This is an optimization exercise on Yosys and OpenROAD, whose aim is small area and a short achievable clock period, not a production implementation. RTL that was checked went through simulation tests only; none was proved equivalent to the original. Function not checked in run 2: the RTL went through the layout flow alone. Power figures rest on the tool's default switching activity, not on a simulated workload.

==> flow/design.v (outline; a module is shown in full before it is edited, if it fits) <==
// module DSP: 2815 lines
// module dsp_ao21: 5 lines
// module dsp_faf: 8 lines
// module dsp_maj: 5 lines
// module dsp_fa: 6 lines
// module dsp_aoi_gt: 6 lines
// module dsp_aoi_g: 5 lines
// module dsp_oai_gt: 6 lines
// module dsp_oai_g: 5 lines
// module dsp_xor: 5 lines
// module dsp_mxi: 5 lines
// module dsp_xnor: 5 lines
module DSP(A,B,C,D,CLK,CARRYIN,OPMODE,BCIN,RSTA,RSTB,RSTM,RSTP,RSTC,RSTD,RSTCARRYIN,RSTOPMODE,
          CEA,CEB,CEM,CEP,CEC,CED,CECARRYIN,CEOPMODE,PCIN,BCOUT,PCOUT,P,M,CARRYOUT,CARRYOUTF);
  // ...
==> flow/flow/run.sh <==
#!/bin/bash
# Standard layout with two changes: the port buffers are plain buf_1 cells
# instead of the default delay buffers, and ABC maps for a lighter load, so
# that it picks the smaller cell sizes and leaves sizing to the resizer.
export BUFFER_PORTS_ARGS="-buffer_cell sky130_fd_sc_hd__buf_1"
bash standard.sh ABC_LOAD_IN_FF=0.2 finish > standard.log 2>&1
==> flow/standard.sh <==
#!/bin/bash
# synth_recipe.tcl (not shown) runs the flow's synth.tcl, then flattens the netlist and writes it again
# the make line also repeats each setting of config.mk as NAME=value (left out here)
make -C /OpenROAD-flow-scripts/flow DESIGN_CONFIG=/design/flow/config.mk WORK_HOME=/design/flow/orfs CLKGATE_MAP_FILE= SYNTH_SCRIPT=/design/flow/synth_recipe.tcl "${@:-finish}"
==> flow/config.mk <==
export PLATFORM = sky130hd
export DESIGN_NAME = DSP
export DESIGN_NICKNAME = DSP
export VERILOG_FILES = /design/flow/design.v
export SDC_FILE = /design/flow/constraint.sdc
export NUM_CORES = 4
export LEC_CHECK = 0
export CAP_MARGIN = 0
export CORE_MARGIN = 2
export CORE_UTILIZATION = 55
export SETUP_SLACK_MARGIN = 4.1
export SLEW_MARGIN = 0
export SYNTH_HIERARCHICAL = 1
export SYNTH_MINIMUM_KEEP_SIZE = 0
==> flow/constraint.sdc <==
create_clock -name core_clock -period 8.0 [get_ports {CLK}]
set_input_delay 1.6000 -clock core_clock [delete_from_list [all_inputs] [get_ports {CLK}]]
set_output_delay 1.6000 -clock core_clock [all_outputs]
set_load 0.01 [all_outputs]
==> qor.yml, run 1 <==
diodes: 1
die_area_um2: 44200
layout.nets: 3411
internal-power_mw: 3.28
cts.sinks: 224
clk_path_buf_depth: 3
postCtsSetupBuffers: 57
outcome: "complete, no violations"
hold-worst-slack_ns: 0.485
antenna_found_initial: 5
hold_end: "MC_r[26]$_SDFFE_PP0P_"
crit_start: "MS_r[17]$_SDFFE_PP0P_"
die_w_um: 210
rsz0062_at_grt: "true"
met2_usage_pct: 54.7
worst_path_max_delay_cell: "dfxtp_2"
tap_cells: 539
cp_cell_sequence: "nand2_1 > nor2_1 > nand2_1 > o21ai_1 > a21oi_2 > xnor2_2 > buf_1"
r2r_cells: 14
drtPass1Iterations: 5
clockPowerShare_pct: 22.5
grt_util_met3_pct: 8.73
gp_congestion: 0.928
hold_buffers: 0
synthArstFlopShare_pct: 0
ir_drop_mv: 0.202
met2_wirelength_um: 36600
layout.cells.most_common_list: "484 x nand2_1, 356 x xor2_1, 328 x nor2_1"
clk_pin_slew_ns: 0.06
ios: 346
register_area_um2: 5240
syn_to_final_growth_pct: 16.9
fill_cells: 3597
worstSetupEndpointType: "output port"
synth-xor-area-share_pct: 17.9
mostFrequentLayoutCell: "nand2_1"
critPathRequiredTime_ns: 6.40
p_sw_share_pct: 42.1
worstReg2RegEnd: "MS_r[18]$_SDFFE_PP0P_"
==> run 2, diff against run 1 <==
--- a/flow/design.v
+++ b/flow/design.v
@@ -1921,17 +1921,17 @@
     assign mprod = {ma_s_27, ma_s_26, ma_s_25, ma_s_24, ma_s_23, ma_s_22, ma_s_21, ma_s_20, ma_s_19, ma_s_18, ma_s_17, ma_s_16, ma_s_15, ma_s_14, ma_s_13, ma_s_12, ma_s_11, ma_s_10, ma_s_9, ma_s_8, ma_s_7, ma_s_6, ma_s_5, ma_s_4, ma_s_3, ma_s_2, ma_s_1, MS_r[8], MS_r[7], MS_r[6], MS_r[5], MS_r[4], MS_r[3], MS_r[2], MS_r[1], MS_r[0]};
     assign M = mprod;
     reg [47:0] X, Zr;
     always @(*) begin
         case (OP_r[1:0])
         2'd0: X = 48'd0;
         2'd1: X = {{12{mprod[35]}}, mprod};
         2'd2: X = P_r;
-        default: X = {D_r[11:0], (A_r & {18{~A_z}}), B_r};
+        default: X = {D_r[11:0], A_r, B_r};
         endcase
         Zr = (OP_r[3:2] == 2'd2) ? P_r : (OP_r[3:2] == 2'd3) ? (C_r & {48{~C_z}}) : 48'd0;
     end
     wire [47:0] Z;
     wire zpc = (OP_r[3:2] == 2'd1);
     dsp_ao21 u_z0 (.a(PCIN[0]), .s(zpc), .r(Zr[0]), .y(Z[0]));
     dsp_ao21 u_z1 (.a(PCIN[1]), .s(zpc), .r(Zr[1]), .y(Z[1]));
     dsp_ao21 u_z2 (.a(PCIN[2]), .s(zpc), .r(Zr[2]), .y(Z[2]));
@@ -2793,20 +2793,19 @@
     assign pp_s_47 = ~(pp_p_48 ^ pp_g6_47);
     wire [47:0] psum = {pp_s_47, pp_s_46, pp_s_45, pp_s_44, pp_s_43, pp_s_42, pp_s_41, pp_s_40, pp_s_39, pp_s_38, pp_s_37, pp_s_36, pp_s_35, pp_s_34, pp_s_33, pp_s_32, pp_s_31, pp_s_30, pp_s_29, pp_s_28, pp_s_27, pp_s_26, pp_s_25, pp_s_24, pp_s_23, pp_s_22, pp_s_21, pp_s_20, pp_s_19, pp_s_18, pp_s_17, pp_s_16, pp_s_15, pp_s_14, pp_s_13, pp_s_12, pp_s_11, pp_s_10, pp_s_9, pp_s_8, pp_s_7, pp_s_6, pp_s_5, pp_s_4, pp_s_3, pp_s_2, pp_s_1, pp_s_0};
     wire cout = pp_g7_48;
     always @(posedge CLK) begin
         if (RSTD) D_r <= 18'd0; else if (CED) D_r <= D;
         if (RSTC) C_z <= 1'b1; else if (CEC) C_z <= 1'b0;
         if (CEC) C_r <= C;
         if (RSTOPMODE) OP_r <= 8'd0; else if (CEOPMODE) OP_r <= OPMODE;
-        if (RSTA) A_z <= 1'b1; else if (CEA) A_z <= 1'b0;
-        if (CEA) A_r <= A;
+        if (RSTA) A_r <= 18'd0; else if (CEA) A_r <= A;
         if (RSTB) B_r <= 18'd0; else if (CEB) B_r <= B_n;
-        if (RSTM | (CEM & A_z)) begin MS_r <= {35{1'b0}}; MC_r <= {27{1'b0}}; end
+        if (RSTM) begin MS_r <= {35{1'b0}}; MC_r <= {27{1'b0}}; end
         else if (CEM) begin MS_r <= row0; MC_r <= row1; end
         if (RSTCARRYIN) begin CYI_r <= 1'b0; CYO_r <= 1'b0; end
         else if (CECARRYIN) begin CYI_r <= OP_r[5]; CYO_r <= cout; end
         if (RSTP) P_r <= 48'd0; else if (CEP) P_r <= psum;
     end
     assign P = P_r;
     assign PCOUT = P_r;
     assign BCOUT = B_r;
==> flow/config.mk (replaced) <==
export PLATFORM = sky130hd
export DESIGN_NAME = DSP
export DESIGN_NICKNAME = DSP
export VERILOG_FILES = /design/flow/design.v
export SDC_FILE = /design/flow/constraint.sdc
export NUM_CORES = 4
export LEC_CHECK = 0
export CAP_MARGIN = 20
export CORE_MARGIN = 2
export CORE_UTILIZATION = 55
export SETUP_SLACK_MARGIN = 4.1
export SLEW_MARGIN = 20
export SYNTH_HIERARCHICAL = 1
export SYNTH_MINIMUM_KEEP_SIZE = 0
==> qor.yml, run 2 <==
outcome: "complete, no violations"
insertion_delay_ns: 0.57
gp_congestion: 0.930  # +0.22%
ir_drop_mv: 0.176  # -13%
top_regs: "C_r: 48 flops, P_r: 48 flops, MS_r: 35 flops"
hp-class: "flip-flop to flip-flop"
clk_pin_slew_ns: 0.06  # about the same
worstSetupEndpointType: "flip-flop"
powerDensity_nw_per_um2: 149
rows: 75
start_util_pct: 55.8
syn_area_per_cell_um2: 8.25
coreArea_um2: 41900
grtUsageTotal_pct: 36.1
finalSetupViolCount: 0
layout.nets: 3469  # +1.7%
drc_errors: 0
syn_area_um2: 23400
die_area_um2: 44200  # about the same
vias_per_cell: 6.07
numCtsBuffers: 27
ios: 346  # unchanged
wl_per_cell_um: 23.4
critPathRequiredTime_ns: 8.50  # +2.10 ns
antenna_found_initial: 2  # -3
post-dp-hpwl_um: 58800
ant_nets: 0
critPathArrivalTime_ns: 4.62
syn_to_final_growth_pct: 18.8
die_w_um: 210  # about the same
mostFrequentLayoutCell: "nand2_1"
grt_pass1_vias: 21200
synth-edff-count: 48
fin_crit_sh_pct: 51.5
drive_above_1_share_pct: 18.1
synth_top_area_share_pct: 15.0
yosysWarnings: 7
synth.most_common_cell: "nand2_1"
synth_area_leaders: "dfxtp_1 15%, xor2_1 14%, fa_1 14%"
layout.cells.most_common_list: "482 x nand2_1, 340 x xor2_1, 329 x nor2_1"
slew_headroom_pct: 31.8
ys_ff_latch: 223
clk_path_buf_depth: 3  # unchanged
syn-num-nets: 3193
overflow: 0
hold_viol: 0
drv_cap: 0
finalCriticalPeriod_ns: 4.12
power_mw: 4.16
syn_inst: 2839
crit_fanout: 8
tns_ns: 0
dr_total_vias: 22300
worstSetupPathType: "flip-flop to flip-flop"
startpoint_type: "flip-flop"
synth_area_leader_cell: "dfxtp_1"
synth_flop_cell: "dfxtp_1"
synth_commonest_cells: "487 x nand2_1, 373 x xor2_1, 341 x nor2_1"
cts.sinks: 223  # -0.45%
cts_root_buf: "clkbuf_16"
port-buffer-count: 326
ctsHtreeMaxLevel: 1
routed_wl_um: 86100
p_leak_nw: 9.78
grt_pass1_wl_um: 123000
yosysSeqAreaShare_pct: 21.1
die_h_um: 210
finClkSkew_ns: 0.0170
worstMarginPinSlew_ns: 1.02
grt_max_degree: 73
drtPass1Iterations: 5  # unchanged
first_iter_violations: 1904
synth_cell_types: 49
drv_slew: 0
cts_tree: "done"
synthArstFlopShare_pct: 0  # unchanged
rsz0062_at_grt: "true"
max_freq_mhz: 243
run 2: where the power goes:
group | total (mW) | switching (mW) | internal (mW)
logic | 1.47 | 0.879 | 0.594
registers | 1.39 | 0.150 | 1.24
clock network | 1.30 | 0.530 | 0.767
run 2: Yosys stat by module (local to each module, per instance), a selection:
module | cells inside | times used | flip-flops and latches
DSP | 1748 | 1 | 223
dsp_ao21 | 1 | 48 | 0
dsp_fa | 1 | 160 | 0
dsp_maj | 1 | 102 | 0
dsp_oai_gt | 2 | 98 | 0
dsp_xnor | 1 | 17 | 0
dsp_xor | 1 | 297 | 0
run 2: layer usage:
| layer | share of wire [%] | track usage [%] | vias to the layer above |
|---|---|---|---|
| li1 | - | - | 9903 |
| met1 | 41 | 47.9 | 10900 |
| met2 | 45 | 57.1 | 1243 |
| met3 | 9.6 | 7.27 | 265 |
| met4 | 4.8 | 15.9 | 0 |
| met5 | 0 | 0 | - |
run 2: repair_timing:
action / 4_1_cts / 5_1_grt
pin swaps: 18 / 69
resized for setup: 149 / 175
gates cloned: 4 / 6
buffers inserted: 44 / 75
hold buffers: 0 / 0
endpoints found under the setup margin: 75 / 69
run 2: critical path, stage by stage (launching register included):
cell and delay, ns:
dfxtp_4 0.38, buf_12 0.13, nand2_4 0.05, fa_1 0.52
fa_1 0.61, xor2_1 0.22, xor2_1 0.24, xor2_1 0.37
xor2_2 0.24, xor2_1 0.19, xor2_1 0.34, xnor2_2 0.22
xor2_2 0.30, mux2i_1 0.12, nor2_1 0.11
run 2: final timing paths:
kind                                            start               endpoint  slack [ns]  depth (start not counted)
worst max-delay path              B_r[8]$_SDFFE_PP0P_  MS_r[18]$_SDFFE_PP0P_        3.88                         14
worst min-delay path            MC_r[26]$_SDFFE_PP0P_  MC_r[26]$_SDFFE_PP0P_        0.49                          2
worst max register to register    B_r[8]$_SDFFE_PP0P_  MS_r[18]$_SDFFE_PP0P_        3.88                         14
worst min register to register  MC_r[26]$_SDFFE_PP0P_  MC_r[26]$_SDFFE_PP0P_        0.49                          2
run 2: final cells by class:
class	instances	area [um2]
flip-flops and latches	223	5110
inverters	34	128
well taps	539	674
repair buffers	489	3070
fillers	3575	14100
clock inverters	12	124
diodes	2	5.00
multi-input cells	2340	17900
clock buffers	38	807
run 2: kinds of logic after synthesis:
| kind of cell | synth area share, % |
|---|---|
| other | 0.0160 |
| buffers and inverters | 6.12 |
| adder cells (fa/ha/maj) | 18.6 |
| AND/OR/NAND/NOR | 16.8 |
| flip-flops | 21.1 |
| AO/OA/AOI/OAI | 13.4 |
| XOR/XNOR | 17.8 |
| multiplexers | 6.08 |
run 2: per-stage QoR:
step	utilization [%]	cell area (um2)	setup slack [ns]	instances	hold WS, ns
4_1_cts	62.7	26300	4.04	3594	0.483
6_report	66.3	27800	3.88	3677	0.486
3_3_place_gp	57.9	24300	3.28	3496	0.462
2_1_floorplan	-	23500	4.10	2839	0.427
3_5_place_dp	58.0	24300	3.20	3496	0.470
5_1_grt	66.3	27800	3.79	3675	0.517

[port drivers added, routing unchanged]
The results above use ideal ports. As a check the final layouts listed here were re-extracted and re-timed, cells and wires unchanged.
Step 1 sets driving cells, clkbuf_16 on the clock port and buf_2 on the other inputs (assumed; they add their load-dependent delay and slew).
Step 2 moves the port delays by t, midway between the first and last clock arrival at a register: inputs arrive t later, outputs are due t later. That takes back most of the time a late clock gives input paths.
Three values: ideal, step 1, step 2; two values: the first two.
run | shift t [ns] | slack for setup (ns) | worst register clock-pin slew, ns | worst slew at a driven data input, ns | pins driven straight from the clock port
run 1 | 0.625 | 4.021 / 3.966 / 3.673 | 0.07 / 0.07 | 0.09 | 1
run 2 | 0.625 | 3.878 / 3.878 / 3.727 | 0.07 / 0.07 | 0.08 | 1
After both steps every run listed still meets setup and hold. For run 1, which loses most, drivers alone change the setup slack by -0.055 ns; drivers and shift together by -0.348 ns.
